This is an optimization exercise on Yosys and OpenROAD, whose aim is small area, a short achievable clock period and few clock cycles per item, not a production implementation.
Only simulation tests tie the RTL to the original design; equivalence was not proved.

## flow/design.v (module list and top-level ports; edited modules follow where they fit)
// module svm_cordic_rom: 139 lines
// module svm_emul: 189 lines
// module svm_sqsum: 556 lines
// module svm_ecorr: 953 lines
// module svm_mac: 436 lines
// module svm_axi_wrapper: 292 lines
module svm_axi_wrapper #(
    parameter WIDTH     = 16,
    parameter N_FEATURES = 4,
    parameter N_SV      = 31,
    parameter C_S_AXIS_TDATA_WIDTH = 32,
    parameter C_M_AXIS_TDATA_WIDTH = 32
)(
    input  wire axi_clk,
    input  wire axi_reset_n,
    input  wire [C_S_AXIS_TDATA_WIDTH-1:0] s_axis_tdata,
    input  wire                            s_axis_tvalid,
    output wire                            s_axis_tready,
    input  wire                            s_axis_tlast,
    output wire [C_M_AXIS_TDATA_WIDTH-1:0] m_axis_tdata,
    output reg                             m_axis_tvalid,
    input  wire                            m_axis_tready,
    output reg                             m_axis_tlast
);
  // ...
==> flow/flow/run.sh <==
#!/bin/bash
# Standard layout (the standard.sh, standard synthesis unchanged) with a
# larger setup-slack target for ORFS's timing repair. make's full output goes
# to flow_make.log in the work folder.
set -euo pipefail
bash standard.sh SETUP_SLACK_MARGIN=7 finish > flow_make.log 2>&1
==> flow/standard.sh <==
#!/bin/bash
# synth_recipe.tcl (not shown) runs the flow's synth.tcl, then flattens the netlist and writes it again
# the make line also repeats each setting of config.mk as NAME=value (left out here)
make -C /OpenROAD-flow-scripts/flow DESIGN_CONFIG=/design/flow/config.mk WORK_HOME=/design/flow/orfs CLKGATE_MAP_FILE= SYNTH_SCRIPT=/design/flow/synth_recipe.tcl "${@:-finish}"
==> flow/config.mk <==
export PLATFORM = sky130hd
export DESIGN_NAME = svm_axi_wrapper
export DESIGN_NICKNAME = svm_axi_wrapper
export VERILOG_FILES = /design/flow/design.v
export SDC_FILE = /design/flow/constraint.sdc
export NUM_CORES = 4
export LEC_CHECK = 0
export ABC_AREA = 1
export CAP_MARGIN = 20
export CORE_MARGIN = 2
export CORE_UTILIZATION = 40
export SETUP_SLACK_MARGIN = 5.0
export SLEW_MARGIN = 20
==> flow/constraint.sdc <==
create_clock -name core_clock -period 12.0 [get_ports {axi_clk}]
set_input_delay 2.4000 -clock core_clock [delete_from_list [all_inputs] [get_ports {axi_clk}]]
set_output_delay 2.4000 -clock core_clock [all_outputs]
set_load 0.01 [all_outputs]
==> results.cfg, run 1 <==
[detailed_routing]
drc = 0
wl_met2_um = 86300
wl_met3_um = 11900

[final_layout]
seq_cells = 549
syn_to_final_growth_pct = 32.4
diodes = 1

[timing]
slew_headroom_pct = 37.2
hold_viol_final = 0
setup_viol = 0
fmax_mhz = 160

[clock_tree]
cts_made_buffers = 61
ctsHoldBuffers = 0
cts_buffer_depth = 3

[logic_synthesis]
synth_top_family_by_area = adder cells
ys_warn_count = 3
synthAdderAreaFrac_pct = 28.6
synth-seq-area-share_pct = 28.4
yosysTopAreaCell = edfxtp_1

[floorplan]
die_area_mm2 = 0.136

[hold_path]
worstHoldPathCells = 0
hold_path_end = A2[7]

[critical_path]
crit_end = Zp[14]

[placement]
preCtsSetupSlack_ps = 4480

[outcome]
status = no timing/DRC/antenna violations
Testbench counts, summed over its fixed seeds: cycles 24,920, samples 256.
==> module svm_sqsum, before the edit <==
module svm_sqsum (
    input  wire [15:0] a,
    input  wire [15:0] b,
    input  wire [31:0] c,
    output wire [31:0] y
);
    wire [14:0] av = a[14:0] ^ {15{a[15]}};
    wire [14:0] bv = b[14:0] ^ {15{b[15]}};
    wire t0 = (av[0] & av[9]) ^ (av[1] & av[8]) ^ (av[2] & av[7]);
    wire t1 = ((av[0] & av[9]) & (av[1] & av[8])) | ((av[0] & av[9]) & (av[2] & av[7])) | ((av[1] & av[8]) & (av[2] & av[7]));
    wire t2 = (av[0] & av[10]) ^ (av[1] & av[9]);
    wire t3 = (av[0] & av[10]) & (av[1] & av[9]);
    wire t4 = (av[0] & av[11]) ^ (av[1] & av[10]) ^ (av[2] & av[9]);
    wire t5 = ((av[0] & av[11]) & (av[1] & av[10])) | ((av[0] & av[11]) & (av[2] & av[9])) | ((av[1] & av[10]) & (av[2] & av[9]));
    wire t6 = (av[3] & av[8]) ^ (av[4] & av[7]) ^ (av[5] & av[6]);
    wire t7 = ((av[3] & av[8]) & (av[4] & av[7])) | ((av[3] & av[8]) & (av[5] & av[6])) | ((av[4] & av[7]) & (av[5] & av[6]));
    wire t8 = av[6] ^ (a[15] & av[11]);
    wire t9 = av[6] & (a[15] & av[11]);
    wire t10 = (av[0] & av[12]) ^ (av[1] & av[11]) ^ (av[2] & av[10]);
    wire t11 = ((av[0] & av[12]) & (av[1] & av[11])) | ((av[0] & av[12]) & (av[2] & av[10])) | ((av[1] & av[11]) & (av[2] & av[10]));
    wire t12 = (av[3] & av[9]) ^ (av[4] & av[8]) ^ (av[5] & av[7]);
    wire t13 = ((av[3] & av[9]) & (av[4] & av[8])) | ((av[3] & av[9]) & (av[5] & av[7])) | ((av[4] & av[8]) & (av[5] & av[7]));
    wire t14 = (a[15] & av[12]) ^ (bv[0] & bv[12]);
    wire t15 = (a[15] & av[12]) & (bv[0] & bv[12]);
    wire t16 = (av[0] & av[13]) ^ (av[1] & av[12]) ^ (av[2] & av[11]);
    wire t17 = ((av[0] & av[13]) & (av[1] & av[12])) | ((av[0] & av[13]) & (av[2] & av[11])) | ((av[1] & av[12]) & (av[2] & av[11]));
    wire t18 = (av[3] & av[10]) ^ (av[4] & av[9]) ^ (av[5] & av[8]);
    wire t19 = ((av[3] & av[10]) & (av[4] & av[9])) | ((av[3] & av[10]) & (av[5] & av[8])) | ((av[4] & av[9]) & (av[5] & av[8]));
    wire t20 = (av[6] & av[7]) ^ av[7] ^ (a[15] & av[13]);
    wire t21 = ((av[6] & av[7]) & av[7]) | ((av[6] & av[7]) & (a[15] & av[13])) | (av[7] & (a[15] & av[13]));
    wire t22 = (bv[0] & bv[13]) ^ (bv[1] & bv[12]) ^ (bv[2] & bv[11]);
    wire t23 = ((bv[0] & bv[13]) & (bv[1] & bv[12])) | ((bv[0] & bv[13]) & (bv[2] & bv[11])) | ((bv[1] & bv[12]) & (bv[2] & bv[11]));
    wire t24 = (bv[3] & bv[10]) ^ (bv[4] & bv[9]);
    wire t25 = (bv[3] & bv[10]) & (bv[4] & bv[9]);
    wire t26 = (av[0] & av[14]) ^ (av[1] & av[13]) ^ (av[2] & av[12]);
    wire t27 = ((av[0] & av[14]) & (av[1] & av[13])) | ((av[0] & av[14]) & (av[2] & av[12])) | ((av[1] & av[13]) & (av[2] & av[12]));
    wire t28 = (av[3] & av[11]) ^ (av[4] & av[10]) ^ (av[5] & av[9]);
    wire t29 = ((av[3] & av[11]) & (av[4] & av[10])) | ((av[3] & av[11]) & (av[5] & av[9])) | ((av[4] & av[10]) & (av[5] & av[9]));
    wire t30 = (av[6] & av[8]) ^ (a[15] & av[14]) ^ (bv[0] & bv[14]);
    wire t31 = ((av[6] & av[8]) & (a[15] & av[14])) | ((av[6] & av[8]) & (bv[0] & bv[14])) | ((a[15] & av[14]) & (bv[0] & bv[14]));
    wire t32 = (bv[1] & bv[13]) ^ (bv[2] & bv[12]) ^ (bv[3] & bv[11]);
    wire t33 = ((bv[1] & bv[13]) & (bv[2] & bv[12])) | ((bv[1] & bv[13]) & (bv[3] & bv[11])) | ((bv[2] & bv[12]) & (bv[3] & bv[11]));
    wire t34 = (bv[4] & bv[10]) ^ (bv[5] & bv[9]);
    wire t35 = (bv[4] & bv[10]) & (bv[5] & bv[9]);
    wire t36 = (av[1] & av[14]) ^ (av[2] & av[13]) ^ (av[3] & av[12]);
    wire t37 = ((av[1] & av[14]) & (av[2] & av[13])) | ((av[1] & av[14]) & (av[3] & av[12])) | ((av[2] & av[13]) & (av[3] & av[12]));
    wire t38 = (av[4] & av[11]) ^ (av[5] & av[10]) ^ (av[6] & av[9]);
    wire t39 = ((av[4] & av[11]) & (av[5] & av[10])) | ((av[4] & av[11]) & (av[6] & av[9])) | ((av[5] & av[10]) & (av[6] & av[9]));
    wire t40 = (av[7] & av[8]) ^ av[8] ^ (bv[1] & bv[14]);
    wire t41 = ((av[7] & av[8]) & av[8]) | ((av[7] & av[8]) & (bv[1] & bv[14])) | (av[8] & (bv[1] & bv[14]));
    wire t42 = (bv[2] & bv[13]) ^ (bv[3] & bv[12]) ^ (bv[4] & bv[11]);
    wire t43 = ((bv[2] & bv[13]) & (bv[3] & bv[12])) | ((bv[2] & bv[13]) & (bv[4] & bv[11])) | ((bv[3] & bv[12]) & (bv[4] & bv[11]));
    wire t44 = (bv[5] & bv[10]) ^ (bv[6] & bv[9]);
    wire t45 = (bv[5] & bv[10]) & (bv[6] & bv[9]);
    wire t46 = (av[2] & av[14]) ^ (av[3] & av[13]) ^ (av[4] & av[12]);
    wire t47 = ((av[2] & av[14]) & (av[3] & av[13])) | ((av[2] & av[14]) & (av[4] & av[12])) | ((av[3] & av[13]) & (av[4] & av[12]));
    wire t48 = (av[5] & av[11]) ^ (av[6] & av[10]) ^ (av[7] & av[9]);
    wire t49 = ((av[5] & av[11]) & (av[6] & av[10])) | ((av[5] & av[11]) & (av[7] & av[9])) | ((av[6] & av[10]) & (av[7] & av[9]));
    wire t50 = (bv[2] & bv[14]) ^ (bv[3] & bv[13]);
    wire t51 = (bv[2] & bv[14]) & (bv[3] & bv[13]);
    wire t52 = (av[3] & av[14]) ^ (av[4] & av[13]) ^ (av[5] & av[12]);
    wire t53 = ((av[3] & av[14]) & (av[4] & av[13])) | ((av[3] & av[14]) & (av[5] & av[12])) | ((av[4] & av[13]) & (av[5] & av[12]));
    wire t54 = (av[6] & av[11]) ^ (av[7] & av[10]) ^ (av[8] & av[9]);
    wire t55 = ((av[6] & av[11]) & (av[7] & av[10])) | ((av[6] & av[11]) & (av[8] & av[9])) | ((av[7] & av[10]) & (av[8] & av[9]));
    wire t56 = av[9] ^ (bv[3] & bv[14]);
    wire t57 = av[9] & (bv[3] & bv[14]);
    wire t58 = (av[4] & av[14]) ^ (av[5] & av[13]);
    wire t59 = (av[4] & av[14]) & (av[5] & av[13]);
    wire t60 = (av[5] & av[14]) ^ (av[6] & av[13]);
    wire t61 = (av[5] & av[14]) & (av[6] & av[13]);
    wire t62 = (av[0] & av[5]) ^ (av[1] & av[4]) ^ (av[2] & av[3]);
    wire t63 = ((av[0] & av[5]) & (av[1] & av[4])) | ((av[0] & av[5]) & (av[2] & av[3])) | ((av[1] & av[4]) & (av[2] & av[3]));
    wire t64 = (av[0] & av[6]) ^ (av[1] & av[5]);
    wire t65 = (av[0] & av[6]) & (av[1] & av[5]);
    wire t66 = (av[0] & av[7]) ^ (av[1] & av[6]) ^ (av[2] & av[5]);
    wire t67 = ((av[0] & av[7]) & (av[1] & av[6])) | ((av[0] & av[7]) & (av[2] & av[5])) | ((av[1] & av[6]) & (av[2] & av[5]));
    wire t68 = (av[3] & av[4]) ^ av[4] ^ (a[15] & av[7]);
    wire t69 = ((av[3] & av[4]) & av[4]) | ((av[3] & av[4]) & (a[15] & av[7])) | (av[4] & (a[15] & av[7]));
    wire t70 = (bv[0] & bv[7]) ^ (bv[1] & bv[6]);
    wire t71 = (bv[0] & bv[7]) & (bv[1] & bv[6]);
    wire t72 = (av[0] & av[8]) ^ (av[1] & av[7]) ^ (av[2] & av[6]);
    wire t73 = ((av[0] & av[8]) & (av[1] & av[7])) | ((av[0] & av[8]) & (av[2] & av[6])) | ((av[1] & av[7]) & (av[2] & av[6]));
    wire t74 = (av[3] & av[5]) ^ (a[15] & av[8]) ^ (bv[0] & bv[8]);
    wire t75 = ((av[3] & av[5]) & (a[15] & av[8])) | ((av[3] & av[5]) & (bv[0] & bv[8])) | ((a[15] & av[8]) & (bv[0] & bv[8]));
    wire t76 = (bv[1] & bv[7]) ^ (bv[2] & bv[6]);
    wire t77 = (bv[1] & bv[7]) & (bv[2] & bv[6]);
    wire t78 = t0 ^ (av[3] & av[6]) ^ (av[4] & av[5]);
    wire t79 = (t0 & (av[3] & av[6])) | (t0 & (av[4] & av[5])) | ((av[3] & av[6]) & (av[4] & av[5]));
    wire t80 = av[5] ^ (a[15] & av[9]) ^ (bv[0] & bv[9]);
    wire t81 = (av[5] & (a[15] & av[9])) | (av[5] & (bv[0] & bv[9])) | ((a[15] & av[9]) & (bv[0] & bv[9]));
    wire t82 = (bv[1] & bv[8]) ^ (bv[2] & bv[7]) ^ (bv[3] & bv[6]);
    wire t83 = ((bv[1] & bv[8]) & (bv[2] & bv[7])) | ((bv[1] & bv[8]) & (bv[3] & bv[6])) | ((bv[2] & bv[7]) & (bv[3] & bv[6]));
    wire t84 = (bv[4] & bv[5]) ^ bv[5];
    wire t85 = (bv[4] & bv[5]) & bv[5];
    wire t86 = t1 ^ t2 ^ (av[2] & av[8]);
    wire t87 = (t1 & t2) | (t1 & (av[2] & av[8])) | (t2 & (av[2] & av[8]));
    wire t88 = (av[3] & av[7]) ^ (av[4] & av[6]) ^ (a[15] & av[10]);
    wire t89 = ((av[3] & av[7]) & (av[4] & av[6])) | ((av[3] & av[7]) & (a[15] & av[10])) | ((av[4] & av[6]) & (a[15] & av[10]));
    wire t90 = (bv[0] & bv[10]) ^ (bv[1] & bv[9]) ^ (bv[2] & bv[8]);
    wire t91 = ((bv[0] & bv[10]) & (bv[1] & bv[9])) | ((bv[0] & bv[10]) & (bv[2] & bv[8])) | ((bv[1] & bv[9]) & (bv[2] & bv[8]));
    wire t92 = (bv[3] & bv[7]) ^ (bv[4] & bv[6]) ^ (b[15] & bv[10]);
    wire t93 = ((bv[3] & bv[7]) & (bv[4] & bv[6])) | ((bv[3] & bv[7]) & (b[15] & bv[10])) | ((bv[4] & bv[6]) & (b[15] & bv[10]));
    wire t94 = t3 ^ t4 ^ t6;
    wire t95 = (t3 & t4) | (t3 & t6) | (t4 & t6);
    wire t96 = t8 ^ (bv[0] & bv[11]) ^ (bv[1] & bv[10]);
    wire t97 = (t8 & (bv[0] & bv[11])) | (t8 & (bv[1] & bv[10])) | ((bv[0] & bv[11]) & (bv[1] & bv[10]));
    wire t98 = (bv[2] & bv[9]) ^ (bv[3] & bv[8]) ^ (bv[4] & bv[7]);
    wire t99 = ((bv[2] & bv[9]) & (bv[3] & bv[8])) | ((bv[2] & bv[9]) & (bv[4] & bv[7])) | ((bv[3] & bv[8]) & (bv[4] & bv[7]));
    wire t100 = (bv[5] & bv[6]) ^ bv[6] ^ (b[15] & bv[11]);
    wire t101 = ((bv[5] & bv[6]) & bv[6]) | ((bv[5] & bv[6]) & (b[15] & bv[11])) | (bv[6] & (b[15] & bv[11]));
    wire t102 = t5 ^ t7 ^ t9;
    wire t103 = (t5 & t7) | (t5 & t9) | (t7 & t9);
    wire t104 = t10 ^ t12 ^ t14;
    wire t105 = (t10 & t12) | (t10 & t14) | (t12 & t14);
    wire t106 = (bv[1] & bv[11]) ^ (bv[2] & bv[10]) ^ (bv[3] & bv[9]);
    wire t107 = ((bv[1] & bv[11]) & (bv[2] & bv[10])) | ((bv[1] & bv[11]) & (bv[3] & bv[9])) | ((bv[2] & bv[10]) & (bv[3] & bv[9]));
    wire t108 = (bv[4] & bv[8]) ^ (bv[5] & bv[7]) ^ (b[15] & bv[12]);
    wire t109 = ((bv[4] & bv[8]) & (bv[5] & bv[7])) | ((bv[4] & bv[8]) & (b[15] & bv[12])) | ((bv[5] & bv[7]) & (b[15] & bv[12]));
    wire t110 = t11 ^ t13 ^ t15;
    wire t111 = (t11 & t13) | (t11 & t15) | (t13 & t15);
    wire t112 = t16 ^ t18 ^ t20;
    wire t113 = (t16 & t18) | (t16 & t20) | (t18 & t20);
    wire t114 = t22 ^ t24 ^ (bv[5] & bv[8]);
    wire t115 = (t22 & t24) | (t22 & (bv[5] & bv[8])) | (t24 & (bv[5] & bv[8]));
    wire t116 = (bv[6] & bv[7]) ^ bv[7] ^ (b[15] & bv[13]);
    wire t117 = ((bv[6] & bv[7]) & bv[7]) | ((bv[6] & bv[7]) & (b[15] & bv[13])) | (bv[7] & (b[15] & bv[13]));
    wire t118 = t17 ^ t19 ^ t21;
    wire t119 = (t17 & t19) | (t17 & t21) | (t19 & t21);
    wire t120 = t23 ^ t25 ^ t26;
    wire t121 = (t23 & t25) | (t23 & t26) | (t25 & t26);
    wire t122 = t28 ^ t30 ^ t32;
    wire t123 = (t28 & t30) | (t28 & t32) | (t30 & t32);
    wire t124 = t34 ^ (bv[6] & bv[8]) ^ (b[15] & bv[14]);
    wire t125 = (t34 & (bv[6] & bv[8])) | (t34 & (b[15] & bv[14])) | ((bv[6] & bv[8]) & (b[15] & bv[14]));
    wire t126 = t27 ^ t29 ^ t31;
    wire t127 = (t27 & t29) | (t27 & t31) | (t29 & t31);
    wire t128 = t33 ^ t35 ^ t36;
    wire t129 = (t33 & t35) | (t33 & t36) | (t35 & t36);
    wire t130 = t38 ^ t40 ^ t42;
    wire t131 = (t38 & t40) | (t38 & t42) | (t40 & t42);
    wire t132 = t44 ^ (bv[7] & bv[8]) ^ bv[8];
    wire t133 = (t44 & (bv[7] & bv[8])) | (t44 & bv[8]) | ((bv[7] & bv[8]) & bv[8]);
    wire t134 = t37 ^ t39 ^ t41;
    wire t135 = (t37 & t39) | (t37 & t41) | (t39 & t41);
    wire t136 = t43 ^ t45 ^ t46;
    wire t137 = (t43 & t45) | (t43 & t46) | (t45 & t46);
    wire t138 = t48 ^ t50 ^ (bv[4] & bv[12]);
    wire t139 = (t48 & t50) | (t48 & (bv[4] & bv[12])) | (t50 & (bv[4] & bv[12]));
    wire t140 = (bv[5] & bv[11]) ^ (bv[6] & bv[10]) ^ (bv[7] & bv[9]);
    wire t141 = ((bv[5] & bv[11]) & (bv[6] & bv[10])) | ((bv[5] & bv[11]) & (bv[7] & bv[9])) | ((bv[6] & bv[10]) & (bv[7] & bv[9]));
    wire t142 = t47 ^ t49 ^ t51;
    wire t143 = (t47 & t49) | (t47 & t51) | (t49 & t51);
    wire t144 = t52 ^ t54 ^ t56;
    wire t145 = (t52 & t54) | (t52 & t56) | (t54 & t56);
    wire t146 = (bv[4] & bv[13]) ^ (bv[5] & bv[12]) ^ (bv[6] & bv[11]);
    wire t147 = ((bv[4] & bv[13]) & (bv[5] & bv[12])) | ((bv[4] & bv[13]) & (bv[6] & bv[11])) | ((bv[5] & bv[12]) & (bv[6] & bv[11]));
    wire t148 = (bv[7] & bv[10]) ^ (bv[8] & bv[9]) ^ bv[9];
    wire t149 = ((bv[7] & bv[10]) & (bv[8] & bv[9])) | ((bv[7] & bv[10]) & bv[9]) | ((bv[8] & bv[9]) & bv[9]);
    wire t150 = t53 ^ t55 ^ t57;
    wire t151 = (t53 & t55) | (t53 & t57) | (t55 & t57);
    wire t152 = t58 ^ (av[6] & av[12]) ^ (av[7] & av[11]);
    wire t153 = (t58 & (av[6] & av[12])) | (t58 & (av[7] & av[11])) | ((av[6] & av[12]) & (av[7] & av[11]));
    wire t154 = (av[8] & av[10]) ^ (bv[4] & bv[14]) ^ (bv[5] & bv[13]);
    wire t155 = ((av[8] & av[10]) & (bv[4] & bv[14])) | ((av[8] & av[10]) & (bv[5] & bv[13])) | ((bv[4] & bv[14]) & (bv[5] & bv[13]));
    wire t156 = (bv[6] & bv[12]) ^ (bv[7] & bv[11]) ^ (bv[8] & bv[10]);
    wire t157 = ((bv[6] & bv[12]) & (bv[7] & bv[11])) | ((bv[6] & bv[12]) & (bv[8] & bv[10])) | ((bv[7] & bv[11]) & (bv[8] & bv[10]));
    wire t158 = t59 ^ t60 ^ (av[7] & av[12]);
    wire t159 = (t59 & t60) | (t59 & (av[7] & av[12])) | (t60 & (av[7] & av[12]));
    wire t160 = (av[8] & av[11]) ^ (av[9] & av[10]) ^ av[10];
    wire t161 = ((av[8] & av[11]) & (av[9] & av[10])) | ((av[8] & av[11]) & av[10]) | ((av[9] & av[10]) & av[10]);
    wire t162 = (bv[5] & bv[14]) ^ (bv[6] & bv[13]) ^ (bv[7] & bv[12]);
    wire t163 = ((bv[5] & bv[14]) & (bv[6] & bv[13])) | ((bv[5] & bv[14]) & (bv[7] & bv[12])) | ((bv[6] & bv[13]) & (bv[7] & bv[12]));
    wire t164 = (bv[8] & bv[11]) ^ (bv[9] & bv[10]) ^ bv[10];
    wire t165 = ((bv[8] & bv[11]) & (bv[9] & bv[10])) | ((bv[8] & bv[11]) & bv[10]) | ((bv[9] & bv[10]) & bv[10]);
    wire t166 = t61 ^ (av[6] & av[14]) ^ (av[7] & av[13]);
    wire t167 = (t61 & (av[6] & av[14])) | (t61 & (av[7] & av[13])) | ((av[6] & av[14]) & (av[7] & av[13]));
    wire t168 = (av[8] & av[12]) ^ (av[9] & av[11]) ^ (bv[6] & bv[14]);
    wire t169 = ((av[8] & av[12]) & (av[9] & av[11])) | ((av[8] & av[12]) & (bv[6] & bv[14])) | ((av[9] & av[11]) & (bv[6] & bv[14]));
    wire t170 = (bv[7] & bv[13]) ^ (bv[8] & bv[12]);
    wire t171 = (bv[7] & bv[13]) & (bv[8] & bv[12]);
    wire t172 = (av[7] & av[14]) ^ (av[8] & av[13]) ^ (av[9] & av[12]);
    wire t173 = ((av[7] & av[14]) & (av[8] & av[13])) | ((av[7] & av[14]) & (av[9] & av[12])) | ((av[8] & av[13]) & (av[9] & av[12]));
    wire t174 = (av[10] & av[11]) ^ av[11] ^ (bv[7] & bv[14]);
    wire t175 = ((av[10] & av[11]) & av[11]) | ((av[10] & av[11]) & (bv[7] & bv[14])) | (av[11] & (bv[7] & bv[14]));
    wire t176 = (bv[8] & bv[13]) ^ (bv[9] & bv[12]);
    wire t177 = (bv[8] & bv[13]) & (bv[9] & bv[12]);
    wire t178 = (av[8] & av[14]) ^ (av[9] & av[13]);
    wire t179 = (av[8] & av[14]) & (av[9] & av[13]);
    wire t180 = (av[9] & av[14]) ^ (av[10] & av[13]);
    wire t181 = (av[9] & av[14]) & (av[10] & av[13]);
    wire t182 = (av[0] & av[1]) ^ av[1];
    wire t183 = (av[0] & av[1]) & av[1];
    wire t184 = (av[0] & av[3]) ^ (av[1] & av[2]) ^ av[2];
    wire t185 = ((av[0] & av[3]) & (av[1] & av[2])) | ((av[0] & av[3]) & av[2]) | ((av[1] & av[2]) & av[2]);
    wire t186 = (a[15] & av[3]) ^ (bv[0] & bv[3]);
    wire t187 = (a[15] & av[3]) & (bv[0] & bv[3]);
    wire t188 = (av[0] & av[4]) ^ (av[1] & av[3]) ^ (a[15] & av[4]);
    wire t189 = ((av[0] & av[4]) & (av[1] & av[3])) | ((av[0] & av[4]) & (a[15] & av[4])) | ((av[1] & av[3]) & (a[15] & av[4]));
    wire t190 = (bv[0] & bv[4]) ^ (bv[1] & bv[3]);
    wire t191 = (bv[0] & bv[4]) & (bv[1] & bv[3]);
    wire t192 = t62 ^ av[3] ^ (a[15] & av[5]);
    wire t193 = (t62 & av[3]) | (t62 & (a[15] & av[5])) | (av[3] & (a[15] & av[5]));
    wire t194 = (bv[0] & bv[5]) ^ (bv[1] & bv[4]) ^ (bv[2] & bv[3]);
    wire t195 = ((bv[0] & bv[5]) & (bv[1] & bv[4])) | ((bv[0] & bv[5]) & (bv[2] & bv[3])) | ((bv[1] & bv[4]) & (bv[2] & bv[3]));
    wire t196 = bv[3] ^ (b[15] & bv[5]);
    wire t197 = bv[3] & (b[15] & bv[5]);
    wire t198 = t63 ^ t64 ^ (av[2] & av[4]);
    wire t199 = (t63 & t64) | (t63 & (av[2] & av[4])) | (t64 & (av[2] & av[4]));
    wire t200 = (a[15] & av[6]) ^ (bv[0] & bv[6]) ^ (bv[1] & bv[5]);
    wire t201 = ((a[15] & av[6]) & (bv[0] & bv[6])) | ((a[15] & av[6]) & (bv[1] & bv[5])) | ((bv[0] & bv[6]) & (bv[1] & bv[5]));
    wire t202 = (bv[2] & bv[4]) ^ (b[15] & bv[6]) ^ c[7];
    wire t203 = ((bv[2] & bv[4]) & (b[15] & bv[6])) | ((bv[2] & bv[4]) & c[7]) | ((b[15] & bv[6]) & c[7]);
    wire t204 = t65 ^ t66 ^ t68;
    wire t205 = (t65 & t66) | (t65 & t68) | (t66 & t68);
    wire t206 = t70 ^ (bv[2] & bv[5]) ^ (bv[3] & bv[4]);
    wire t207 = (t70 & (bv[2] & bv[5])) | (t70 & (bv[3] & bv[4])) | ((bv[2] & bv[5]) & (bv[3] & bv[4]));
    wire t208 = bv[4] ^ (b[15] & bv[7]) ^ c[8];
    wire t209 = (bv[4] & (b[15] & bv[7])) | (bv[4] & c[8]) | ((b[15] & bv[7]) & c[8]);
    wire t210 = t67 ^ t69 ^ t71;
    wire t211 = (t67 & t69) | (t67 & t71) | (t69 & t71);
    wire t212 = t72 ^ t74 ^ t76;
    wire t213 = (t72 & t74) | (t72 & t76) | (t74 & t76);
    wire t214 = (bv[3] & bv[5]) ^ (b[15] & bv[8]) ^ c[9];
    wire t215 = ((bv[3] & bv[5]) & (b[15] & bv[8])) | ((bv[3] & bv[5]) & c[9]) | ((b[15] & bv[8]) & c[9]);
    wire t216 = t73 ^ t75 ^ t77;
    wire t217 = (t73 & t75) | (t73 & t77) | (t75 & t77);
    wire t218 = t78 ^ t80 ^ t82;
    wire t219 = (t78 & t80) | (t78 & t82) | (t80 & t82);
    wire t220 = t84 ^ (b[15] & bv[9]) ^ c[10];
    wire t221 = (t84 & (b[15] & bv[9])) | (t84 & c[10]) | ((b[15] & bv[9]) & c[10]);
    wire t222 = t79 ^ t81 ^ t83;
    wire t223 = (t79 & t81) | (t79 & t83) | (t81 & t83);
    wire t224 = t85 ^ t86 ^ t88;
    wire t225 = (t85 & t86) | (t85 & t88) | (t86 & t88);
    wire t226 = t90 ^ t92 ^ c[11];
    wire t227 = (t90 & t92) | (t90 & c[11]) | (t92 & c[11]);
    wire t228 = t87 ^ t89 ^ t91;
    wire t229 = (t87 & t89) | (t87 & t91) | (t89 & t91);
    wire t230 = t93 ^ t94 ^ t96;
    wire t231 = (t93 & t94) | (t93 & t96) | (t94 & t96);
    wire t232 = t98 ^ t100 ^ c[12];
    wire t233 = (t98 & t100) | (t98 & c[12]) | (t100 & c[12]);
    wire t234 = t95 ^ t97 ^ t99;
    wire t235 = (t95 & t97) | (t95 & t99) | (t97 & t99);
    wire t236 = t101 ^ t102 ^ t104;
    wire t237 = (t101 & t102) | (t101 & t104) | (t102 & t104);
    wire t238 = t106 ^ t108 ^ c[13];
    wire t239 = (t106 & t108) | (t106 & c[13]) | (t108 & c[13]);
    wire t240 = t103 ^ t105 ^ t107;
    wire t241 = (t103 & t105) | (t103 & t107) | (t105 & t107);
    wire t242 = t109 ^ t110 ^ t112;
    wire t243 = (t109 & t110) | (t109 & t112) | (t110 & t112);
    wire t244 = t114 ^ t116 ^ c[14];
    wire t245 = (t114 & t116) | (t114 & c[14]) | (t116 & c[14]);
    wire t246 = t111 ^ t113 ^ t115;
    wire t247 = (t111 & t113) | (t111 & t115) | (t113 & t115);
    wire t248 = t117 ^ t118 ^ t120;
    wire t249 = (t117 & t118) | (t117 & t120) | (t118 & t120);
    wire t250 = t122 ^ t124 ^ c[15];
    wire t251 = (t122 & t124) | (t122 & c[15]) | (t124 & c[15]);
    wire t252 = t119 ^ t121 ^ t123;
    wire t253 = (t119 & t121) | (t119 & t123) | (t121 & t123);
    wire t254 = t125 ^ t126 ^ t128;
    wire t255 = (t125 & t126) | (t125 & t128) | (t126 & t128);
    wire t256 = t130 ^ t132 ^ c[16];
    wire t257 = (t130 & t132) | (t130 & c[16]) | (t132 & c[16]);
    wire t258 = t127 ^ t129 ^ t131;
    wire t259 = (t127 & t129) | (t127 & t131) | (t129 & t131);
    wire t260 = t133 ^ t134 ^ t136;
    wire t261 = (t133 & t134) | (t133 & t136) | (t134 & t136);
    wire t262 = t138 ^ t140 ^ c[17];
    wire t263 = (t138 & t140) | (t138 & c[17]) | (t140 & c[17]);
    wire t264 = t135 ^ t137 ^ t139;
    wire t265 = (t135 & t137) | (t135 & t139) | (t137 & t139);
    wire t266 = t141 ^ t142 ^ t144;
    wire t267 = (t141 & t142) | (t141 & t144) | (t142 & t144);
    wire t268 = t146 ^ t148 ^ c[18];
    wire t269 = (t146 & t148) | (t146 & c[18]) | (t148 & c[18]);
    wire t270 = t143 ^ t145 ^ t147;
    wire t271 = (t143 & t145) | (t143 & t147) | (t145 & t147);
    wire t272 = t149 ^ t150 ^ t152;
    wire t273 = (t149 & t150) | (t149 & t152) | (t150 & t152);
    wire t274 = t154 ^ t156 ^ c[19];
    wire t275 = (t154 & t156) | (t154 & c[19]) | (t156 & c[19]);
    wire t276 = t151 ^ t153 ^ t155;
    wire t277 = (t151 & t153) | (t151 & t155) | (t153 & t155);
    wire t278 = t157 ^ t158 ^ t160;
    wire t279 = (t157 & t158) | (t157 & t160) | (t158 & t160);
    wire t280 = t162 ^ t164 ^ c[20];
    wire t281 = (t162 & t164) | (t162 & c[20]) | (t164 & c[20]);
    wire t282 = t159 ^ t161 ^ t163;
    wire t283 = (t159 & t161) | (t159 & t163) | (t161 & t163);
    wire t284 = t165 ^ t166 ^ t168;
    wire t285 = (t165 & t166) | (t165 & t168) | (t166 & t168);
    wire t286 = t170 ^ (bv[9] & bv[11]) ^ c[21];
    wire t287 = (t170 & (bv[9] & bv[11])) | (t170 & c[21]) | ((bv[9] & bv[11]) & c[21]);
    wire t288 = t167 ^ t169 ^ t171;
    wire t289 = (t167 & t169) | (t167 & t171) | (t169 & t171);
    wire t290 = t172 ^ t174 ^ t176;
    wire t291 = (t172 & t174) | (t172 & t176) | (t174 & t176);
    wire t292 = (bv[10] & bv[11]) ^ bv[11] ^ c[22];
    wire t293 = ((bv[10] & bv[11]) & bv[11]) | ((bv[10] & bv[11]) & c[22]) | (bv[11] & c[22]);
    wire t294 = t173 ^ t175 ^ t177;
    wire t295 = (t173 & t175) | (t173 & t177) | (t175 & t177);
    wire t296 = t178 ^ (av[10] & av[12]) ^ (bv[8] & bv[14]);
    wire t297 = (t178 & (av[10] & av[12])) | (t178 & (bv[8] & bv[14])) | ((av[10] & av[12]) & (bv[8] & bv[14]));
    wire t298 = (bv[9] & bv[13]) ^ (bv[10] & bv[12]) ^ c[23];
    wire t299 = ((bv[9] & bv[13]) & (bv[10] & bv[12])) | ((bv[9] & bv[13]) & c[23]) | ((bv[10] & bv[12]) & c[23]);
    wire t300 = t179 ^ t180 ^ (av[11] & av[12]);
    wire t301 = (t179 & t180) | (t179 & (av[11] & av[12])) | (t180 & (av[11] & av[12]));
    wire t302 = av[12] ^ (bv[9] & bv[14]) ^ (bv[10] & bv[13]);
    wire t303 = (av[12] & (bv[9] & bv[14])) | (av[12] & (bv[10] & bv[13])) | ((bv[9] & bv[14]) & (bv[10] & bv[13]));
    wire t304 = (bv[11] & bv[12]) ^ bv[12] ^ c[24];
    wire t305 = ((bv[11] & bv[12]) & bv[12]) | ((bv[11] & bv[12]) & c[24]) | (bv[12] & c[24]);
    wire t306 = t181 ^ (av[10] & av[14]) ^ (av[11] & av[13]);
    wire t307 = (t181 & (av[10] & av[14])) | (t181 & (av[11] & av[13])) | ((av[10] & av[14]) & (av[11] & av[13]));
    wire t308 = (bv[10] & bv[14]) ^ (bv[11] & bv[13]);
    wire t309 = (bv[10] & bv[14]) & (bv[11] & bv[13]);
    wire t310 = (av[11] & av[14]) ^ (av[12] & av[13]) ^ av[13];
    wire t311 = ((av[11] & av[14]) & (av[12] & av[13])) | ((av[11] & av[14]) & av[13]) | ((av[12] & av[13]) & av[13]);
    wire t312 = (bv[11] & bv[14]) ^ (bv[12] & bv[13]);
    wire t313 = (bv[11] & bv[14]) & (bv[12] & bv[13]);
    wire t314 = av[0] ^ a[15];
    wire t315 = av[0] & a[15];
    wire t316 = t182 ^ (a[15] & av[1]) ^ (bv[0] & bv[1]);
    wire t317 = (t182 & (a[15] & av[1])) | (t182 & (bv[0] & bv[1])) | ((a[15] & av[1]) & (bv[0] & bv[1]));
    wire t318 = t183 ^ (av[0] & av[2]) ^ (a[15] & av[2]);
    wire t319 = (t183 & (av[0] & av[2])) | (t183 & (a[15] & av[2])) | ((av[0] & av[2]) & (a[15] & av[2]));
    wire t320 = (bv[0] & bv[2]) ^ (b[15] & bv[2]);
    wire t321 = (bv[0] & bv[2]) & (b[15] & bv[2]);
    wire t322 = t184 ^ t186 ^ (bv[1] & bv[2]);
    wire t323 = (t184 & t186) | (t184 & (bv[1] & bv[2])) | (t186 & (bv[1] & bv[2]));
    wire t324 = bv[2] ^ (b[15] & bv[3]) ^ c[4];
    wire t325 = (bv[2] & (b[15] & bv[3])) | (bv[2] & c[4]) | ((b[15] & bv[3]) & c[4]);
    wire t326 = t185 ^ t187 ^ t188;
    wire t327 = (t185 & t187) | (t185 & t188) | (t187 & t188);
    wire t328 = t190 ^ (b[15] & bv[4]) ^ c[5];
    wire t329 = (t190 & (b[15] & bv[4])) | (t190 & c[5]) | ((b[15] & bv[4]) & c[5]);
    wire t330 = t189 ^ t191 ^ t192;
    wire t331 = (t189 & t191) | (t189 & t192) | (t191 & t192);
    wire t332 = t194 ^ t196 ^ c[6];
    wire t333 = (t194 & t196) | (t194 & c[6]) | (t196 & c[6]);
    wire t334 = t193 ^ t195 ^ t197;
    wire t335 = (t193 & t195) | (t193 & t197) | (t195 & t197);
    wire t336 = t198 ^ t200 ^ t202;
    wire t337 = (t198 & t200) | (t198 & t202) | (t200 & t202);
    wire t338 = t199 ^ t201 ^ t203;
    wire t339 = (t199 & t201) | (t199 & t203) | (t201 & t203);
    wire t340 = t204 ^ t206 ^ t208;
    wire t341 = (t204 & t206) | (t204 & t208) | (t206 & t208);
    wire t342 = t205 ^ t207 ^ t209;
    wire t343 = (t205 & t207) | (t205 & t209) | (t207 & t209);
    wire t344 = t210 ^ t212 ^ t214;
    wire t345 = (t210 & t212) | (t210 & t214) | (t212 & t214);
    wire t346 = t211 ^ t213 ^ t215;
    wire t347 = (t211 & t213) | (t211 & t215) | (t213 & t215);
    wire t348 = t216 ^ t218 ^ t220;
    wire t349 = (t216 & t218) | (t216 & t220) | (t218 & t220);
    wire t350 = t217 ^ t219 ^ t221;
    wire t351 = (t217 & t219) | (t217 & t221) | (t219 & t221);
    wire t352 = t222 ^ t224 ^ t226;
    wire t353 = (t222 & t224) | (t222 & t226) | (t224 & t226);
    wire t354 = t223 ^ t225 ^ t227;
    wire t355 = (t223 & t225) | (t223 & t227) | (t225 & t227);
    wire t356 = t228 ^ t230 ^ t232;
    wire t357 = (t228 & t230) | (t228 & t232) | (t230 & t232);
    wire t358 = t229 ^ t231 ^ t233;
    wire t359 = (t229 & t231) | (t229 & t233) | (t231 & t233);
    wire t360 = t234 ^ t236 ^ t238;
    wire t361 = (t234 & t236) | (t234 & t238) | (t236 & t238);
    wire t362 = t235 ^ t237 ^ t239;
    wire t363 = (t235 & t237) | (t235 & t239) | (t237 & t239);
    wire t364 = t240 ^ t242 ^ t244;
    wire t365 = (t240 & t242) | (t240 & t244) | (t242 & t244);
    wire t366 = t241 ^ t243 ^ t245;
    wire t367 = (t241 & t243) | (t241 & t245) | (t243 & t245);
    wire t368 = t246 ^ t248 ^ t250;
    wire t369 = (t246 & t248) | (t246 & t250) | (t248 & t250);
    wire t370 = t247 ^ t249 ^ t251;
    wire t371 = (t247 & t249) | (t247 & t251) | (t249 & t251);
    wire t372 = t252 ^ t254 ^ t256;
    wire t373 = (t252 & t254) | (t252 & t256) | (t254 & t256);
    wire t374 = t253 ^ t255 ^ t257;
    wire t375 = (t253 & t255) | (t253 & t257) | (t255 & t257);
    wire t376 = t258 ^ t260 ^ t262;
    wire t377 = (t258 & t260) | (t258 & t262) | (t260 & t262);
    wire t378 = t259 ^ t261 ^ t263;
    wire t379 = (t259 & t261) | (t259 & t263) | (t261 & t263);
    wire t380 = t264 ^ t266 ^ t268;
    wire t381 = (t264 & t266) | (t264 & t268) | (t266 & t268);
    wire t382 = t265 ^ t267 ^ t269;
    wire t383 = (t265 & t267) | (t265 & t269) | (t267 & t269);
    wire t384 = t270 ^ t272 ^ t274;
    wire t385 = (t270 & t272) | (t270 & t274) | (t272 & t274);
    wire t386 = t271 ^ t273 ^ t275;
    wire t387 = (t271 & t273) | (t271 & t275) | (t273 & t275);
    wire t388 = t276 ^ t278 ^ t280;
    wire t389 = (t276 & t278) | (t276 & t280) | (t278 & t280);
    wire t390 = t277 ^ t279 ^ t281;
    wire t391 = (t277 & t279) | (t277 & t281) | (t279 & t281);
    wire t392 = t282 ^ t284 ^ t286;
    wire t393 = (t282 & t284) | (t282 & t286) | (t284 & t286);
    wire t394 = t283 ^ t285 ^ t287;
    wire t395 = (t283 & t285) | (t283 & t287) | (t285 & t287);
    wire t396 = t288 ^ t290 ^ t292;
    wire t397 = (t288 & t290) | (t288 & t292) | (t290 & t292);
    wire t398 = t289 ^ t291 ^ t293;
    wire t399 = (t289 & t291) | (t289 & t293) | (t291 & t293);
    wire t400 = t294 ^ t296 ^ t298;
    wire t401 = (t294 & t296) | (t294 & t298) | (t296 & t298);
    wire t402 = t295 ^ t297 ^ t299;
    wire t403 = (t295 & t297) | (t295 & t299) | (t297 & t299);
    wire t404 = t300 ^ t302 ^ t304;
    wire t405 = (t300 & t302) | (t300 & t304) | (t302 & t304);
    wire t406 = t301 ^ t303 ^ t305;
    wire t407 = (t301 & t303) | (t301 & t305) | (t303 & t305);
    wire t408 = t306 ^ t308 ^ c[25];
    wire t409 = (t306 & t308) | (t306 & c[25]) | (t308 & c[25]);
    wire t410 = t307 ^ t309 ^ t310;
    wire t411 = (t307 & t309) | (t307 & t310) | (t309 & t310);
    wire t412 = t312 ^ bv[13] ^ c[26];
    wire t413 = (t312 & bv[13]) | (t312 & c[26]) | (bv[13] & c[26]);
    wire t414 = t311 ^ t313 ^ (av[12] & av[14]);
    wire t415 = (t311 & t313) | (t311 & (av[12] & av[14])) | (t313 & (av[12] & av[14]));
    wire t416 = (bv[12] & bv[14]) ^ c[27];
    wire t417 = (bv[12] & bv[14]) & c[27];
    wire t418 = (av[13] & av[14]) ^ av[14] ^ (bv[13] & bv[14]);
    wire t419 = ((av[13] & av[14]) & av[14]) | ((av[13] & av[14]) & (bv[13] & bv[14])) | (av[14] & (bv[13] & bv[14]));
    wire t420 = bv[14] ^ c[28];
    wire t421 = bv[14] & c[28];
    wire t422 = t314 ^ bv[0];
    wire t423 = t314 & bv[0];
    wire t424 = t315 ^ (a[15] & av[0]) ^ (b[15] & bv[0]);
    wire t425 = (t315 & (a[15] & av[0])) | (t315 & (b[15] & bv[0])) | ((a[15] & av[0]) & (b[15] & bv[0]));
    wire t426 = t316 ^ bv[1] ^ (b[15] & bv[1]);
    wire t427 = (t316 & bv[1]) | (t316 & (b[15] & bv[1])) | (bv[1] & (b[15] & bv[1]));
    wire t428 = t317 ^ t318 ^ t320;
    wire t429 = (t317 & t318) | (t317 & t320) | (t318 & t320);
    wire t430 = t319 ^ t321 ^ t322;
    wire t431 = (t319 & t321) | (t319 & t322) | (t321 & t322);
    wire t432 = t323 ^ t325 ^ t326;
    wire t433 = (t323 & t325) | (t323 & t326) | (t325 & t326);
    wire t434 = t327 ^ t329 ^ t330;
    wire t435 = (t327 & t329) | (t327 & t330) | (t329 & t330);
    wire t436 = t331 ^ t333 ^ t334;
    wire t437 = (t331 & t333) | (t331 & t334) | (t333 & t334);
    wire t438 = t335 ^ t337 ^ t338;
    wire t439 = (t335 & t337) | (t335 & t338) | (t337 & t338);
    wire t440 = t339 ^ t341 ^ t342;
    wire t441 = (t339 & t341) | (t339 & t342) | (t341 & t342);
    wire t442 = t343 ^ t345 ^ t346;
    wire t443 = (t343 & t345) | (t343 & t346) | (t345 & t346);
    wire t444 = t347 ^ t349 ^ t350;
    wire t445 = (t347 & t349) | (t347 & t350) | (t349 & t350);
    wire t446 = t351 ^ t353 ^ t354;
    wire t447 = (t351 & t353) | (t351 & t354) | (t353 & t354);
    wire t448 = t355 ^ t357 ^ t358;
    wire t449 = (t355 & t357) | (t355 & t358) | (t357 & t358);
    wire t450 = t359 ^ t361 ^ t362;
    wire t451 = (t359 & t361) | (t359 & t362) | (t361 & t362);
    wire t452 = t363 ^ t365 ^ t366;
    wire t453 = (t363 & t365) | (t363 & t366) | (t365 & t366);
    wire t454 = t367 ^ t369 ^ t370;
    wire t455 = (t367 & t369) | (t367 & t370) | (t369 & t370);
    wire t456 = t371 ^ t373 ^ t374;
    wire t457 = (t371 & t373) | (t371 & t374) | (t373 & t374);
    wire t458 = t375 ^ t377 ^ t378;
    wire t459 = (t375 & t377) | (t375 & t378) | (t377 & t378);
    wire t460 = t379 ^ t381 ^ t382;
    wire t461 = (t379 & t381) | (t379 & t382) | (t381 & t382);
    wire t462 = t383 ^ t385 ^ t386;
    wire t463 = (t383 & t385) | (t383 & t386) | (t385 & t386);
    wire t464 = t387 ^ t389 ^ t390;
    wire t465 = (t387 & t389) | (t387 & t390) | (t389 & t390);
    wire t466 = t391 ^ t393 ^ t394;
    wire t467 = (t391 & t393) | (t391 & t394) | (t393 & t394);
    wire t468 = t395 ^ t397 ^ t398;
    wire t469 = (t395 & t397) | (t395 & t398) | (t397 & t398);
    wire t470 = t399 ^ t401 ^ t402;
    wire t471 = (t399 & t401) | (t399 & t402) | (t401 & t402);
    wire t472 = t403 ^ t405 ^ t406;
    wire t473 = (t403 & t405) | (t403 & t406) | (t405 & t406);
    wire t474 = t407 ^ t409 ^ t410;
    wire t475 = (t407 & t409) | (t407 & t410) | (t409 & t410);
    wire t476 = t411 ^ t413 ^ t414;
    wire t477 = (t411 & t413) | (t411 & t414) | (t413 & t414);
    wire t478 = t415 ^ t417 ^ t418;
    wire t479 = (t415 & t417) | (t415 & t418) | (t417 & t418);
    wire t480 = t419 ^ t421;
    wire t481 = t419 & t421;
    wire t482 = t422 ^ b[15];
    wire t483 = t422 & b[15];
    wire t484 = t423 ^ t424 ^ c[1];
    wire t485 = (t423 & t424) | (t423 & c[1]) | (t424 & c[1]);
    wire t486 = t425 ^ t426 ^ c[2];
    wire t487 = (t425 & t426) | (t425 & c[2]) | (t426 & c[2]);
    wire t488 = t427 ^ t428 ^ c[3];
    wire t489 = (t427 & t428) | (t427 & c[3]) | (t428 & c[3]);
    wire t490 = t429 ^ t430 ^ t324;
    wire t491 = (t429 & t430) | (t429 & t324) | (t430 & t324);
    wire t492 = t431 ^ t432 ^ t328;
    wire t493 = (t431 & t432) | (t431 & t328) | (t432 & t328);
    wire t494 = t433 ^ t434 ^ t332;
    wire t495 = (t433 & t434) | (t433 & t332) | (t434 & t332);
    wire t496 = t435 ^ t436 ^ t336;
    wire t497 = (t435 & t436) | (t435 & t336) | (t436 & t336);
    wire t498 = t437 ^ t438 ^ t340;
    wire t499 = (t437 & t438) | (t437 & t340) | (t438 & t340);
    wire t500 = t439 ^ t440 ^ t344;
    wire t501 = (t439 & t440) | (t439 & t344) | (t440 & t344);
    wire t502 = t441 ^ t442 ^ t348;
    wire t503 = (t441 & t442) | (t441 & t348) | (t442 & t348);
    wire t504 = t443 ^ t444 ^ t352;
    wire t505 = (t443 & t444) | (t443 & t352) | (t444 & t352);
    wire t506 = t445 ^ t446 ^ t356;
    wire t507 = (t445 & t446) | (t445 & t356) | (t446 & t356);
    wire t508 = t447 ^ t448 ^ t360;
    wire t509 = (t447 & t448) | (t447 & t360) | (t448 & t360);
    wire t510 = t449 ^ t450 ^ t364;
    wire t511 = (t449 & t450) | (t449 & t364) | (t450 & t364);
    wire t512 = t451 ^ t452 ^ t368;
    wire t513 = (t451 & t452) | (t451 & t368) | (t452 & t368);
    wire t514 = t453 ^ t454 ^ t372;
    wire t515 = (t453 & t454) | (t453 & t372) | (t454 & t372);
    wire t516 = t455 ^ t456 ^ t376;
    wire t517 = (t455 & t456) | (t455 & t376) | (t456 & t376);
    wire t518 = t457 ^ t458 ^ t380;
    wire t519 = (t457 & t458) | (t457 & t380) | (t458 & t380);
    wire t520 = t459 ^ t460 ^ t384;
    wire t521 = (t459 & t460) | (t459 & t384) | (t460 & t384);
    wire t522 = t461 ^ t462 ^ t388;
    wire t523 = (t461 & t462) | (t461 & t388) | (t462 & t388);
    wire t524 = t463 ^ t464 ^ t392;
    wire t525 = (t463 & t464) | (t463 & t392) | (t464 & t392);
    wire t526 = t465 ^ t466 ^ t396;
    wire t527 = (t465 & t466) | (t465 & t396) | (t466 & t396);
    wire t528 = t467 ^ t468 ^ t400;
    wire t529 = (t467 & t468) | (t467 & t400) | (t468 & t400);
    wire t530 = t469 ^ t470 ^ t404;
    wire t531 = (t469 & t470) | (t469 & t404) | (t470 & t404);
    wire t532 = t471 ^ t472 ^ t408;
    wire t533 = (t471 & t472) | (t471 & t408) | (t472 & t408);
    wire t534 = t473 ^ t474 ^ t412;
    wire t535 = (t473 & t474) | (t473 & t412) | (t474 & t412);
    wire t536 = t475 ^ t476 ^ t416;
    wire t537 = (t475 & t476) | (t475 & t416) | (t476 & t416);
    wire t538 = t477 ^ t478 ^ t420;
    wire t539 = (t477 & t478) | (t477 & t420) | (t478 & t420);
    wire t540 = t479 ^ t480 ^ c[29];
    wire t541 = (t479 & t480) | (t479 & c[29]) | (t480 & c[29]);
    wire t542 = t481 ^ c[30];
    wire t543 = t481 & c[30];
    wire [31:0] r0 = {t543, t541, t539, t537, t535, t533, t531, t529, t527, t525, t523, t521, t519, t517, t515, t513, t511, t509, t507, t505, t503, t501, t499, t497, t495, t493, t491, t489, t487, t485, t483, t482};
    wire [31:0] r1 = {c[31], t542, t540, t538, t536, t534, t532, t530, t528, t526, t524, t522, t520, t518, t516, t514, t512, t510, t508, t506, t504, t502, t500, t498, t496, t494, t492, t490, t488, t486, t484, c[0]};
    assign y = r0 + r1;
endmodule
==> inputs of run 2 (changes only) <==
--- a/flow/design.v
+++ b/flow/design.v
@@ -327,18 +327,18 @@
     assign p = r0 + r1;
 endmodule
 module svm_sqsum (
     input  wire [15:0] a,
     input  wire [15:0] b,
     input  wire [31:0] c,
     output wire [31:0] y
 );
-    wire [14:0] av = a[14:0] ^ {15{a[15]}};
-    wire [14:0] bv = b[14:0] ^ {15{b[15]}};
+    wire [14:0] av = a[14:0];
+    wire [14:0] bv = b[14:0];
     wire t0 = (av[0] & av[9]) ^ (av[1] & av[8]) ^ (av[2] & av[7]);
     wire t1 = ((av[0] & av[9]) & (av[1] & av[8])) | ((av[0] & av[9]) & (av[2] & av[7])) | ((av[1] & av[8]) & (av[2] & av[7]));
     wire t2 = (av[0] & av[10]) ^ (av[1] & av[9]);
     wire t3 = (av[0] & av[10]) & (av[1] & av[9]);
     wire t4 = (av[0] & av[11]) ^ (av[1] & av[10]) ^ (av[2] & av[9]);
     wire t5 = ((av[0] & av[11]) & (av[1] & av[10])) | ((av[0] & av[11]) & (av[2] & av[9])) | ((av[1] & av[10]) & (av[2] & av[9]));
     wire t6 = (av[3] & av[8]) ^ (av[4] & av[7]) ^ (av[5] & av[6]);
     wire t7 = ((av[3] & av[8]) & (av[4] & av[7])) | ((av[3] & av[8]) & (av[5] & av[6])) | ((av[4] & av[7]) & (av[5] & av[6]));
@@ -2299,23 +2299,21 @@
     assign s_axis_tready = s_rdy;
     wire hs = s_axis_tvalid & s_rdy;
     wire at_last  = ~in_hdr & (wp == 2'd2) & (svi == 5'd30);
     wire pre_last = ~in_hdr & (wp == 2'd1) & (svi == 5'd30);
     reg signed [15:0] x0, x1, x2, x3;
     reg signed [15:0] rho0, rho1, rho2;
     reg [31:0] A1, A2;
     reg [31:0] A3;
-    reg [4:0]  T1, T2, T3;   
-    reg        tl1, tl2, tl3;  
+    reg        tlp;          
     reg [31:0] W;            
     reg        wv;           
     reg        wsec;         
     reg        dv, zgo, z2, c1, c2, c3, ek, ek2, m0, m1, vt;
-    wire [1:0] grp = (svi < 5'd7) ? 2'd0 : (svi < 5'd20) ? 2'd1 : 2'd2;
     wire       mv_next;
     always @(posedge axi_clk) begin
         if (rst) begin
             in_hdr <= 1'b1;
             wp     <= 2'd0;
             svi    <= 5'd0;
             tl_acc <= 1'b0;
             wv     <= 1'b0;
@@ -2362,23 +2360,22 @@
                 case (wp)
                     2'd0: begin x0 <= s_axis_tdata[15:0]; x1 <= s_axis_tdata[31:16]; end
                     2'd1: begin x2 <= s_axis_tdata[15:0]; x3 <= s_axis_tdata[31:16]; end
                     2'd2: begin rho0 <= s_axis_tdata[15:0]; rho1 <= s_axis_tdata[31:16]; end
                     default: rho2 <= s_axis_tdata[15:0];
                 endcase
             end else if (wp == 2'd2) begin
                 A1  <= s_axis_tdata;
-                T1  <= {svi == 5'd30, svi == 5'd7, svi == 5'd0, grp};
-                tl1 <= tl_acc | s_axis_tlast;
+                if (svi == 5'd30) tlp <= tl_acc | s_axis_tlast;
             end
         end
     end
     always @(posedge axi_clk) begin
-        W    <= {d_hi, d_lo};
+        W    <= {d_hi[15], d_hi[14:0] ^ {15{d_hi[15]}}, d_lo[15], d_lo[14:0] ^ {15{d_lo[15]}}};
         wsec <= wp[0];
     end
     wire last_next = hs ? pre_last : at_last;
     always @(posedge axi_clk) begin
         if (rst) s_rdy <= 1'b1;
         else     s_rdy <= ~(last_next & mv_next);
     end
     reg  [31:0] Q;
@@ -2387,37 +2384,50 @@
     always @(posedge axi_clk) begin
         if (wv) Q <= qsum;
     end
     wire        zsat = ~Q[31] & (Q[30:14] > 17'd4352);
     wire [15:0] zt   = Q[29:14];
     wire        zmin = (zt == 16'h8000);
     wire        zlo  = zsat | ($signed(zt) >= 16'sd4608) | zmin;
     wire        zhi  = ~zsat & ($signed(zt) < -16'sd4560) & ~zmin;
-    wire               s0 = zt[15] | (zt == 16'd0);
-    wire signed [17:0] p1 = {zt[14:0], 3'b000} + (s0 ? 18'sd17999 : -18'sd18001);
-    wire               s1 = p1[17];
-    wire signed [17:0] p2 = p1 + (s1 ? 18'sd8369 : -18'sd8369);
-    wire               s2 = p2[17];
-    wire signed [17:0] p3 = p2 + (s2 ? 18'sd4118 : -18'sd4118);
+    wire signed [15:0] ts = zt;
+    wire               s0 = ts[15] | (ts == 16'sd0);
+    wire               s1 = s0 ? (ts <= -16'sd2250) : (ts <= 16'sd2250);
+    wire               s2 = s0 ? (s1 ? (ts <= -16'sd3297) : (ts <= -16'sd1204))
+                               : (s1 ? (ts <= 16'sd1203)  : (ts <= 16'sd3296));
+    reg  signed [17:0] pc3;
+    always @(*) begin
+        case ({s0, s1, s2})
+            3'b000:  pc3 = -18'sd30488;
+            3'b001:  pc3 = -18'sd22252;
+            3'b010:  pc3 = -18'sd13750;
+            3'b011:  pc3 = -18'sd5514;
+            3'b100:  pc3 = 18'sd5512;
+            3'b101:  pc3 = 18'sd13748;
+            3'b110:  pc3 = 18'sd22250;
+            default: pc3 = 18'sd30486;
+        endcase
+    end
+    wire signed [17:0] p3 = {zt[14:0], 3'b000} + pc3;
     reg  [17:0] Zp;
     reg  [2:0]  Zs3;
     reg         Zlo1, Zhi1;
     always @(posedge axi_clk) begin
         if (dv) begin
             Zp   <= p3;
             Zs3  <= {s0, s1, s2};
             Zlo1 <= zlo;
             Zhi1 <= zhi;
         end
     end
     wire               s3 = Zp[17];
-    wire signed [17:0] p4 = Zp + (s3 ? 18'sd2051 : -18'sd2051);
-    wire               s4 = p4[17];
-    wire signed [17:0] zu = ~p4 + (s4 ? -18'sd4 : 18'sd4098);
+    wire               s4 = s3 ? ($signed(Zp) < -18'sd2051) : ($signed(Zp) < 18'sd2051);
+    wire signed [17:0] zu = ~Zp + (s3 ? (s4 ? -18'sd2055 : 18'sd2047)
+                                      : (s4 ? 18'sd2047 : 18'sd6149));
     wire        u_neg = zu[17];
     wire        u_big = ~zu[17] & (zu[16:12] != 5'd0);
     wire [7:0]  stop  = u_neg ? 8'h00 : u_big ? 8'hff : zu[11:4];
     wire [3:0]  u4    = zu[3:0];
     reg  [2:0]  stail;
     always @(*) begin
         if (u_neg)           stail = 3'b000;
         else if (u_big)      stail = 3'b111;
@@ -2434,16 +2444,20 @@
     reg         Zlo, Zhi;
     reg  [14:0] RX;
     reg  [15:0] RY;
     always @(posedge axi_clk) begin
         RX <= rx;
         RY <= ry;
         if (z2) begin
             Zs  <= {stop[5:0], stail};
+        end else begin
+            Zs  <= {Zs[6:0], 2'b00};     
+        end
+        if (z2) begin
             Zlo <= Zlo1;
             Zhi <= Zhi1;
         end
     end
     reg [14:0]        XX;
     reg signed [15:0] YY;
     reg               Xlo, Xhi;
     reg [2:0]         Xs;        
@@ -2460,27 +2474,27 @@
             xs = xi >> sh;
             ys = yi >>> sh;
             if (sg) citer = {xi + ys[14:0], yi + {1'b0, xs}};
             else    citer = {xi - ys[14:0], yi - {1'b0, xs}};
         end
     endfunction
     wire [3:0] sh0 = c1 ? 4'd7 : c2 ? 4'd9  : 4'd11;
     wire [3:0] sh1 = c1 ? 4'd8 : c2 ? 4'd10 : 4'd12;
-    wire g0 = c1 ? Zs[8] : c2 ? Zs[6] : Zs[4];
-    wire g1 = c1 ? Zs[7] : c2 ? Zs[5] : Zs[3];
+    wire g0 = Zs[8];
+    wire g1 = Zs[7];
     wire [30:0] it0 = citer(xi0, yi0, g0, sh0);
     wire [30:0] it1 = citer(it0[30:16], it0[15:0], g1, sh1);
     always @(posedge axi_clk) begin
         XX <= it1[30:16];
         YY <= it1[15:0];
         if (c3) begin
             Xlo <= Zlo;
             Xhi <= Zhi;
-            Xs  <= Zs[2:0];
+            Xs  <= Zs[6:4];
         end
     end
     wire [5:0] ec;
     svm_ecorr u_ecorr (.x(XX), .y(YY), .s13(Xs[2]), .s14(Xs[1]), .s15(Xs[0]), .ec(ec));
     reg [16:0] ES;
     reg [5:0]  EC;
     always @(posedge axi_clk) begin
         ES <= {2'b00, XX} + {YY[15], YY};
@@ -2502,34 +2516,38 @@
             z2 <= zgo;
             c1 <= z2;
             c2 <= c1;
             c3 <= c2;
             ek <= c3;
             ek2 <= ek;
             m0 <= ek2;
             m1 <= m0;
-            vt <= m1 & T3[4];
+            vt <= m1 & (pj == 5'd30);
         end
     end
     always @(posedge axi_clk) begin
         if (c1) begin
             A2  <= A1;
-            T2  <= T1;
-            tl2 <= tl1;
         end
         if (ek) begin
             A3  <= A2;
-            T3  <= T2;
-            tl3 <= tl2;
+        end else if (m0) begin
+            A3[15:0] <= A3[31:16];       
         end
     end
     reg [31:0] acc01, acc02, acc12;
-    wire [4:0]  tg    = T3;
-    wire [15:0] ma    = m0 ? A3[15:0] : A3[31:16];
+    reg  [4:0]  pj;
+    always @(posedge axi_clk) begin
+        if (rst)                   pj <= 5'd0;
+        else if (m1)               pj <= (pj == 5'd30) ? 5'd0 : pj + 5'd1;
+    end
+    wire [1:0]  grp   = (pj < 5'd7) ? 2'd0 : (pj < 5'd20) ? 2'd1 : 2'd2;
+    wire [4:0]  tg    = {pj == 5'd30, pj == 5'd7, pj == 5'd0, grp};
+    wire [15:0] ma    = A3[15:0];
     wire sel01 = m0 & (tg[1:0] != 2'd2);
     wire sel12 = m1 & (tg[1:0] != 2'd0);
     wire sel02 = ~sel01 & ~sel12;
     wire init  = tg[2] | (m1 & tg[3]);
     wire signed [15:0] rsel = sel01 ? rho0 : sel02 ? rho1 : rho2;
     wire [31:0] accsel = sel01 ? acc01 : sel02 ? acc02 : acc12;
     wire [31:0] opa = init ? {~{{4{rsel[15]}}, rsel}, 12'hfff} : accsel;
     wire [31:0] asum;
@@ -2554,13 +2572,13 @@
     always @(posedge axi_clk) begin
         if (rst) begin
             m_axis_tvalid <= 1'b0;
         end else begin
             m_axis_tvalid <= mv_next;
         end
         if (vt) begin
             cls          <= vcls;
-            m_axis_tlast <= tl3;
+            m_axis_tlast <= tlp;
         end
     end
     assign m_axis_tdata = {30'd0, cls};
 endmodule
==> flow/run.sh (new file) <==
#!/bin/bash
# synth_recipe.tcl (not shown) runs the flow's synth.tcl, then flattens the netlist and writes it again
# the make line also repeats each setting of config.mk as NAME=value (left out here)
make -C /OpenROAD-flow-scripts/flow DESIGN_CONFIG=/design/flow/config.mk WORK_HOME=/design/flow/orfs CLKGATE_MAP_FILE= SYNTH_SCRIPT=/design/flow/synth_recipe.tcl finish
removed: flow/flow/run.sh
removed: flow/standard.sh
==> results.cfg, run 2 <==
[timing]
fmax_mhz = 149
hold_slack_ps = 377
hold_viol_final = 0
timing.final.ws_setup_ps = 5270
skew_ps = 72.0
slew_viol_final = 0
rsz0062_at_grt = yes
setup_viol = 0
period_share_pct = 56.0
fin_crit_ps = 6730
tns_ps = 0
worst_pin_slew_ps = 1090
slew_headroom_pct = 26.4

[logic_synthesis]
synth_ff_type = edfxtp_1
synth_top_area_share_pct = 22.1
syn_area_mm2 = 0.0518
ys_types = 72
ys_top_cells_by_count = nand2_1, inv_1, fa_1
yosysTopAreaCell = edfxtp_1
synth.most_common_cell = nand2_1
syn_inst = 6423
ys_warn_count = 3
avgSynthCellArea_um2 = 8.07
synth_edf_count = 382
synth-seq-cells = 537
synthArstFlopShare_pct = 0
synth-seq-area-share_pct = 28.1
synth_area_leaders = edfxtp_1, fa_1, nand2_1, inv_1, ha_1

[detailed_routing]
viasPerCell = 5.10
firstDrtPassIters = 6
dr.first_iter.drc_count = 3363
routed_wl_um = 153000
wl_per_cell_um = 18.7
drc = 0
final_antenna_net_count = 0
dr_total_vias = 41816

[critical_path]
crit_type = flop to flop
worstPathArrival_ps = 7280
critPathTopFamily = compound AO/OA/AOI/OAI gates
slowest_stage = dfxtp_4
r2r-end = YY[15]
required_ps = 12550
worst_path_most_repeated_cell = nand2_1
timing.rr.start = c1
cp-end-kind = flop
startpoint_type = flop
reg2reg_depth = 43
cp.buffers_inverters = 6
rrSetupSlack_ps = 5270
crit_path_max_incr_delay_ps = 380
crit_path_max_fanout = 30

[clock_tree]
cts_tree = done
htreeDepth = 2
cts_made_buffers = 60
clock_sinks = 537
ctsHoldBuffers = 0
cts_buffer_depth = 3
clk_pin_slew_worst_paths_ps = 70
root_buffer = clkbuf_16
clk_latency_ps = 700

[hold_path]
worstHoldPathCells = 0
hp-start = A1[7]
hold_path_end = A2[7]
hold_path_class = flop to flop

[final_layout]
nets = 7276
layout.area.seq_mm2 = 0.0146
drive_above_1_share_pct = 4.68
syn_to_final_growth_pct = 9.12
fin_area_mm2 = 0.0566
diodes = 0
final_common_cell = nand2_1
multi_input_area_mm2 = 0.0313
nFillCells = 12857
final_core_util_pct = 43.8
final_cell_mix = nand2_1, inv_1, fa_1, edfxtp_1, a21oi_1

[floorplan]
ios = 72
rows = 132
initial_utilization_pct = 40.2
die_y_um = 364
core_area_mm2 = 0.129
die_area_mm2 = 0.132
die_w_um = 364

[global_route]
grt_pass1_vias = 41977
grt_overflow = 0
grt_max_degree = 62
track_usage_pct = 23.2
antenna_found_initial = 3
grt_pass1_wl_um = 240000

[outcome]
status = no timing/DRC/antenna violations

[placement]
place_area_mm2 = 0.0539
preCtsSetupSlack_ps = 3570
place_hpwl_um = 116000
port-buffer-count = 41
gp_congestion = 0.953

[job]
drv_cap = 0
==> run 2: worst reg2reg max path: cells and delay by family, from the launching register on <==
family / cells / cell delay (ps)
and+or+nand+nor: 16 / 1730
buffers and inverters: 6 / 490
DFF: 1 / 380
adders and majority gates: 5 / 1460
AOI/OAI and AO/OA: 14 / 2140
xor gates and xnor gates: 2 / 430
==> run 2: timing repair <==
item	in CTS	in global routing
gates cloned	1	1
pin swaps	2	26
resized for setup	16	68
buffers inserted	5	23
endpoints found under the setup margin	53	65
==> run 2: kinds of logic (layout without fill, tap and decap cells) <==
kind of cell / Yosys count / in the layout / synth area share (%)
buffers and inverters: 1636 / 1634 / 12.2
adder cells (fa/ha/maj): 841 / 841 / 27.5
AO/OA/AOI/OAI: 902 / 902 / 9.97
flip-flops: 537 / 537 / 28.1
XOR/XNOR: 258 / 258 / 4.41
multiplexers: 2 / 2 / 0.0386
AND/OR/NAND/NOR: 2246 / 2246 / 17.8
other: 1 / 30 / 0.00724
==> run 2: worst max-delay path by stage <==
stage                     slack [ps]  endpoint  cells past startpoint  startpoint
after floorplan                 5230    YY[15]                     51          c1
after global placement          3510    YY[15]                     50          c1
after detailed placement        3570    YY[15]                     50          c1
after CTS                       4920    YY[15]                     50          c1
after global routing            4700    YY[15]                     43          c1
final                           5270    YY[15]                     43          c1
==> run 2: routing by layer <==
| metal | wire [um] | part of all wire [%] | vias up | track usage [%] |
|---|---|---|---|---|
| met1 | 67400 | 44 | 20270 | 31.7 |
| met5 | 13 | 0.0085 | - | 0 |
| li1 | - | - | 20031 | - |
| met4 | 4770 | 3.1 | 2 | 7.31 |
| met2 | 71700 | 47 | 1252 | 38.5 |
| met3 | 8820 | 5.8 | 261 | 2.48 |
==> run 2: area by class of cell <==
type / instances / share of cell area [%]
multi-input cells: 4279 / 55.4
inverters: 1401 / 9.34
clock buffers: 77 / 2.93
repair buffers: 119 / 1.98
well taps: 1742 / 3.85
flip-flops and latches: 537 / 25.8
clock inverters: 37 / 0.737
==> run 2: per-stage QoR <==
stage	instances
floorplan	6452
global placement	8047
detailed placement	8047
CTS	8167
global route	8192
finish	8192
Testbench counts of run 2, summed over its fixed seeds: cycles 24,920, samples 256.

[static timing again, ports no longer ideal]
How much do the figures lean on ideal ports? The routed layouts below were timed once more, with nothing changed but the port constraints. Step 1: set_driving_cell puts a clkbuf_16 on axi_clk and a buf_2 on each other input, an assumption about the parent block. Step 2 moves the port delays by t, midway between the first and last clock arrival at a register: inputs arrive t later, outputs are due t later. That takes back most of the time a late clock gives input paths. Slacks: no drivers / after step 1 / after step 2; pairs: no drivers / after step 1.
run	t (ns)	slack for setup (ns)	clock arrival spread, ns	worst register clock-pin slew, ns
run 1	0.724	5.741 / 5.741 / 5.741	0.070 / 0.071	0.08 / 0.08
run 2	0.732	5.274 / 5.274 / 5.274	0.072 / 0.072	0.08 / 0.08
After both steps every run listed still meets setup and hold.
